From an optimization exercise on the open Yosys and OpenROAD flow, aimed at small area, a short achievable clock period and few clock cycles per item; shortcuts taken in it are not production practice. Where RTL was checked, it was by simulation tests only, not by an equivalence proof against the original. No driver is modelled on the clock port, so clocking that relies on it looks cheaper here than on a real chip. Power is estimated from default activity; no workload was simulated.

==> build 95: inputs <==
==> flow/design.v <==
module lpc_encoder
(
	input wire ACLK,
	input wire ARESET_N,
	input wire[15:0] TDATA,
	input wire TVALID,
	input wire TLAST,
	input wire TUSER,
	output wire TREADY,
	output wire OUT_VALID,
	output wire OUT_LAST,
	output wire OUT_USER,
	output wire [79:0] OUT_DATA,
	input wire OUT_READY
);
	reg [63:0] data_reg;
	reg [7:0]  pv_reg;
	reg [7:0]  ph_reg;
	reg        user_reg, last_reg;
	reg [1:0]  cnt_reg;            
	reg        valid_reg;
	wire       acc   = TVALID & TREADY;
	wire       first = TUSER | (cnt_reg == 2'd0);
	wire       done  = ~TUSER & (cnt_reg == 2'd3);
	wire [7:0] hi    = TDATA[15:8];
	wire [7:0] lo    = TDATA[7:0];
	always @(posedge ACLK or negedge ARESET_N) begin
		if (~ARESET_N) begin
			cnt_reg   <= 2'd0;
			valid_reg <= 1'b0;
		end else begin
			if (acc)
				cnt_reg <= first ? 2'd1 : cnt_reg + 2'd1;
			valid_reg <= (acc & done) | (valid_reg & ~OUT_READY);
		end
	end
	always @(posedge ACLK) begin
		if (acc) begin
			data_reg <= {lo, hi, data_reg[63:16]};
			pv_reg   <= {^lo, ^hi, pv_reg[7:2]};
			ph_reg   <= (first ? 8'd0 : ph_reg) ^ hi ^ lo;
			user_reg <= first ? TUSER : user_reg;
			last_reg <= (first ? 1'b0 : last_reg) | TLAST;
		end
	end
	assign TREADY    = ~valid_reg | OUT_READY;
	assign OUT_VALID = valid_reg;
	assign OUT_DATA  = {ph_reg, pv_reg, data_reg};
	assign OUT_USER  = user_reg;
	assign OUT_LAST  = last_reg;
endmodule
==> flow/flow/run.sh <==
#!/bin/bash
set -euo pipefail
export BUFFER_PORTS_ARGS="-buffer_cell sky130_fd_sc_hd__buf_1"
bash standard.sh > standard_flow.log 2>&1
==> flow/standard.sh <==
#!/bin/bash
# synth_recipe.tcl (not shown) runs the flow's synth.tcl, then flattens the netlist and writes it again
# the make line also repeats each setting of config.mk as NAME=value (left out here)
make -C /OpenROAD-flow-scripts/flow DESIGN_CONFIG=/design/flow/config.mk WORK_HOME=/design/flow/orfs CLKGATE_MAP_FILE= SYNTH_SCRIPT=/design/flow/synth_recipe.tcl "${@:-finish}"
==> flow/config.mk <==
export PLATFORM = sky130hd
export DESIGN_NAME = lpc_encoder
export DESIGN_NICKNAME = lpc_encoder
export VERILOG_FILES = /design/flow/design.v
export SDC_FILE = /design/flow/constraint.sdc
export NUM_CORES = 4
export LEC_CHECK = 0
export CAP_MARGIN = 20
export CORE_MARGIN = 2
export CORE_UTILIZATION = 60
export SETUP_SLACK_MARGIN = 2.9
export SLEW_MARGIN = 20
==> flow/constraint.sdc <==
create_clock -name core_clock -period 5.0 [get_ports {ACLK}]
set_input_delay 1.0000 -clock core_clock [delete_from_list [all_inputs] [get_ports {ACLK}]]
set_output_delay 1.0000 -clock core_clock [all_outputs]
set_load 0.01 [all_outputs]
==> trial 59 (differences from build 95) <==
--- a/flow/design.v
+++ b/flow/design.v
@@ -21,3 +21,3 @@
 	reg        valid_reg;
-	wire       acc   = TVALID & TREADY;
+	wire       acc   = TVALID & OUT_READY;
 	wire       first = TUSER | (cnt_reg == 2'd0);
@@ -45,3 +45,3 @@
 	end
-	assign TREADY    = ~valid_reg | OUT_READY;
+	assign TREADY    = OUT_READY;
 	assign OUT_VALID = valid_reg;
==> flow/flow/run.sh (replaced) <==
#!/bin/bash
set -euo pipefail
export BUFFER_PORTS_ARGS="-buffer_cell sky130_fd_sc_hd__buf_1"
export CTS_ARGS="-sink_clustering_enable -repair_clock_nets -dont_use_dummy_load -buf_list sky130_fd_sc_hd__clkbuf_4"
export POST_CTS_TCL="$PWD/flow/post_cts.tcl"
bash standard.sh > standard_flow.log 2>&1
==> flow/flow/post_cts.tcl (new file) <==
# Upsize the leaf clock buffers that drive many clock pins, so that the clock
# slew at every flip-flop stays low with the small clock buffers.
set block [ord::get_db_block]
foreach inst [$block getInsts] {
  if {[[$inst getMaster] getName] ne "sky130_fd_sc_hd__clkbuf_4"} { continue }
  set sinks 0
  foreach it [$inst getITerms] {
    if {[$it isOutputSignal] && [$it getNet] ne "NULL"} {
      set sinks [expr {[llength [[$it getNet] getITerms]] - 1}]
    }
  }
  if {$sinks >= 12} {
    puts "post_cts: [$inst getName] drives $sinks pins, upsized"
    replace_cell [$inst getName] sky130_fd_sc_hd__clkbuf_8
  }
}
detailed_placement
check_placement -verbose
--- a/flow/config.mk
+++ b/flow/config.mk
@@ -9,4 +9,4 @@
 export CORE_MARGIN = 2
-export CORE_UTILIZATION = 60
-export SETUP_SLACK_MARGIN = 2.9
+export CORE_UTILIZATION = 65
+export SETUP_SLACK_MARGIN = 2.8
 export SLEW_MARGIN = 20
==> build 2 (differences from build 95) <==
--- a/flow/design.v
+++ b/flow/design.v
@@ -19,7 +19,7 @@
 	reg        user_reg, last_reg;
-	reg [1:0]  cnt_reg;            
+	reg [1:0]  cnt_reg;
 	reg        valid_reg;
 	wire       acc   = TVALID & TREADY;
-	wire       first = TUSER | (cnt_reg == 2'd0);
-	wire       done  = ~TUSER & (cnt_reg == 2'd3);
+	wire [1:0] slot  = TUSER ? 2'd0 : cnt_reg;
+	wire       first = (slot == 2'd0);
 	wire [7:0] hi    = TDATA[15:8];
@@ -32,4 +32,4 @@
 			if (acc)
-				cnt_reg <= first ? 2'd1 : cnt_reg + 2'd1;
-			valid_reg <= (acc & done) | (valid_reg & ~OUT_READY);
+				cnt_reg <= slot + 2'd1;
+			valid_reg <= (acc & (slot == 2'd3)) | (valid_reg & ~OUT_READY);
 		end
@@ -38,4 +38,8 @@
 		if (acc) begin
-			data_reg <= {lo, hi, data_reg[63:16]};
-			pv_reg   <= {^lo, ^hi, pv_reg[7:2]};
+			case (slot)
+				2'd0: begin data_reg[15:0]  <= {lo, hi}; pv_reg[1:0] <= {^lo, ^hi}; end
+				2'd1: begin data_reg[31:16] <= {lo, hi}; pv_reg[3:2] <= {^lo, ^hi}; end
+				2'd2: begin data_reg[47:32] <= {lo, hi}; pv_reg[5:4] <= {^lo, ^hi}; end
+				2'd3: begin data_reg[63:48] <= {lo, hi}; pv_reg[7:6] <= {^lo, ^hi}; end
+			endcase
 			ph_reg   <= (first ? 8'd0 : ph_reg) ^ hi ^ lo;
==> flow/flow/run.sh (replaced) <==
#!/bin/bash
set -euo pipefail
export BUFFER_PORTS_ARGS="-buffer_cell sky130_fd_sc_hd__buf_1"
export CTS_ARGS="-sink_clustering_enable -repair_clock_nets -dont_use_dummy_load -sink_clustering_size 30 -sink_clustering_max_diameter 120"
bash standard.sh > standard_flow.log 2>&1
--- a/flow/config.mk
+++ b/flow/config.mk
@@ -9,3 +9,3 @@
 export CORE_MARGIN = 2
-export CORE_UTILIZATION = 60
+export CORE_UTILIZATION = 65
 export SETUP_SLACK_MARGIN = 2.9
==> build 90 (differences from build 95) <==
==> flow/design.v (replaced) <==
module lpc_encoder
(
	input wire ACLK,
	input wire ARESET_N,
	input wire[15:0] TDATA,
	input wire TVALID,
	input wire TLAST,
	input wire TUSER,
	output wire TREADY,
	output wire OUT_VALID,
	output wire OUT_LAST,
	output wire OUT_USER,
	output wire [79:0] OUT_DATA,
	input wire OUT_READY
);
	reg [63:0] data_reg;
	reg [7:0]  pv_reg;
	reg [7:0]  ph_reg;
	reg        user_reg, last_reg;
	reg [3:0]  slot_reg;           
	reg        valid_reg;
	reg        full_reg;           
	reg        ready_reg;          
	reg [15:0] sk_data;
	reg        sk_user, sk_last;
	wire       busy   = valid_reg & ~OUT_READY;            
	wire       take   = TVALID & ready_reg;
	wire       park   = take & busy;
	wire       full_nxt = park | (full_reg & ~OUT_READY);
	wire       wr     = (take & ~busy) | (full_reg & OUT_READY);
	wire [15:0] src   = full_reg ? sk_data : TDATA;
	wire       s_user = full_reg ? sk_user : TUSER;
	wire       s_last = full_reg ? sk_last : TLAST;
	wire       first  = full_reg | TUSER | slot_reg[0];
	wire       en0    = wr & first;
	wire       en1    = wr & ~first & slot_reg[1];
	wire       en2    = wr & ~first & slot_reg[2];
	wire       en3    = wr & ~first & slot_reg[3];
	wire [7:0] hi     = src[15:8];
	wire [7:0] lo     = src[7:0];
	wire [15:0] beat  = {lo, hi};
	wire [1:0] bpar   = {^lo, ^hi};
	wire [7:0] ph_new = (first ? 8'd0 : ph_reg) ^ hi ^ lo;
	wire       l_new  = (first ? 1'b0 : last_reg) | s_last;
	always @(posedge ACLK or negedge ARESET_N) begin
		if (~ARESET_N) begin
			slot_reg  <= 4'b0001;
			valid_reg <= 1'b0;
			full_reg  <= 1'b0;
			ready_reg <= 1'b0;
		end else begin
			if (wr)
				slot_reg <= {en2, en1, en0, en3};
			valid_reg <= en3 | busy;
			full_reg  <= full_nxt;
			ready_reg <= ~full_nxt;
		end
	end
	always @(posedge ACLK) begin
		if (~full_reg) begin
			sk_data <= TDATA;
			sk_user <= TUSER;
			sk_last <= TLAST;
		end
		data_reg[15:0]  <= data_reg[15:0]  ^ ({16{en0}} & (beat ^ data_reg[15:0]));
		data_reg[31:16] <= data_reg[31:16] ^ ({16{en1}} & (beat ^ data_reg[31:16]));
		data_reg[47:32] <= data_reg[47:32] ^ ({16{en2}} & (beat ^ data_reg[47:32]));
		data_reg[63:48] <= data_reg[63:48] ^ ({16{en3}} & (beat ^ data_reg[63:48]));
		pv_reg[1:0] <= pv_reg[1:0] ^ ({2{en0}} & (bpar ^ pv_reg[1:0]));
		pv_reg[3:2] <= pv_reg[3:2] ^ ({2{en1}} & (bpar ^ pv_reg[3:2]));
		pv_reg[5:4] <= pv_reg[5:4] ^ ({2{en2}} & (bpar ^ pv_reg[5:4]));
		pv_reg[7:6] <= pv_reg[7:6] ^ ({2{en3}} & (bpar ^ pv_reg[7:6]));
		user_reg <= user_reg ^ (en0 & (s_user ^ user_reg));
		ph_reg   <= ph_reg ^ ({8{wr}} & (ph_new ^ ph_reg));
		last_reg <= last_reg ^ (wr & (l_new ^ last_reg));
	end
	assign TREADY    = ready_reg;
	assign OUT_VALID = valid_reg;
	assign OUT_DATA  = {ph_reg, pv_reg, data_reg};
	assign OUT_USER  = user_reg;
	assign OUT_LAST  = last_reg;
endmodule
--- a/flow/config.mk
+++ b/flow/config.mk
@@ -10,3 +10,3 @@
 export CORE_UTILIZATION = 60
-export SETUP_SLACK_MARGIN = 2.9
+export SETUP_SLACK_MARGIN = 3.3
 export SLEW_MARGIN = 20
==> notes <==
In clock-buffer cell count, build 90 and trial 59 do not differ. The lowest core utilization belongs to build 95, the highest to build 90. In trial 59 the synthesized cell count is smaller than in build 90, by 30%. In build 2 the sequential power is higher than in trial 59, by about 4.6%.
Testbench counts of trial 59, summed over its fixed seeds: cycles 12,808, items 3,200.
Testbench counts of build 2, summed over its fixed seeds: cycles 12,808, items 3,200.
For build 95 and build 90, only the layout was checked, not whether the RTL still works.

port drivers added, routing unchanged:
How much do the figures lean on ideal ports? The routed layouts below were timed once more, with nothing changed but the port constraints. Step 1 sets driving cells, clkbuf_16 on the clock port and buf_2 on the other inputs (assumed; they add their load-dependent delay and slew). Step 2 moves the port delays by t, midway between the first and last clock arrival at a register: inputs arrive t later, outputs are due t later. That takes back most of the time a late clock gives input paths. Three values: ideal ports, drivers, drivers and shift; two values: the first two.
run	t (ns)	slack for setup (ns)	worst setup path at the end	worst slew at a driven data input, ns	cell pins on the clock port's net
build 95	0.363	2.671 / 2.653 / 2.640	input to register	0.04	1
trial 59	0.395	2.792 / 2.745 / 2.605	input to register	0.06	1
build 2	0.357	2.666 / 2.640 / 2.640	input to output	0.04	1
build 90	0.392	3.023 / 2.990 / 2.710	input to register	0.05	1
After both steps setup and hold are still met in every run listed. For build 90, which loses most, drivers alone change the setup slack by -0.033 ns; drivers and shift together by -0.313 ns.
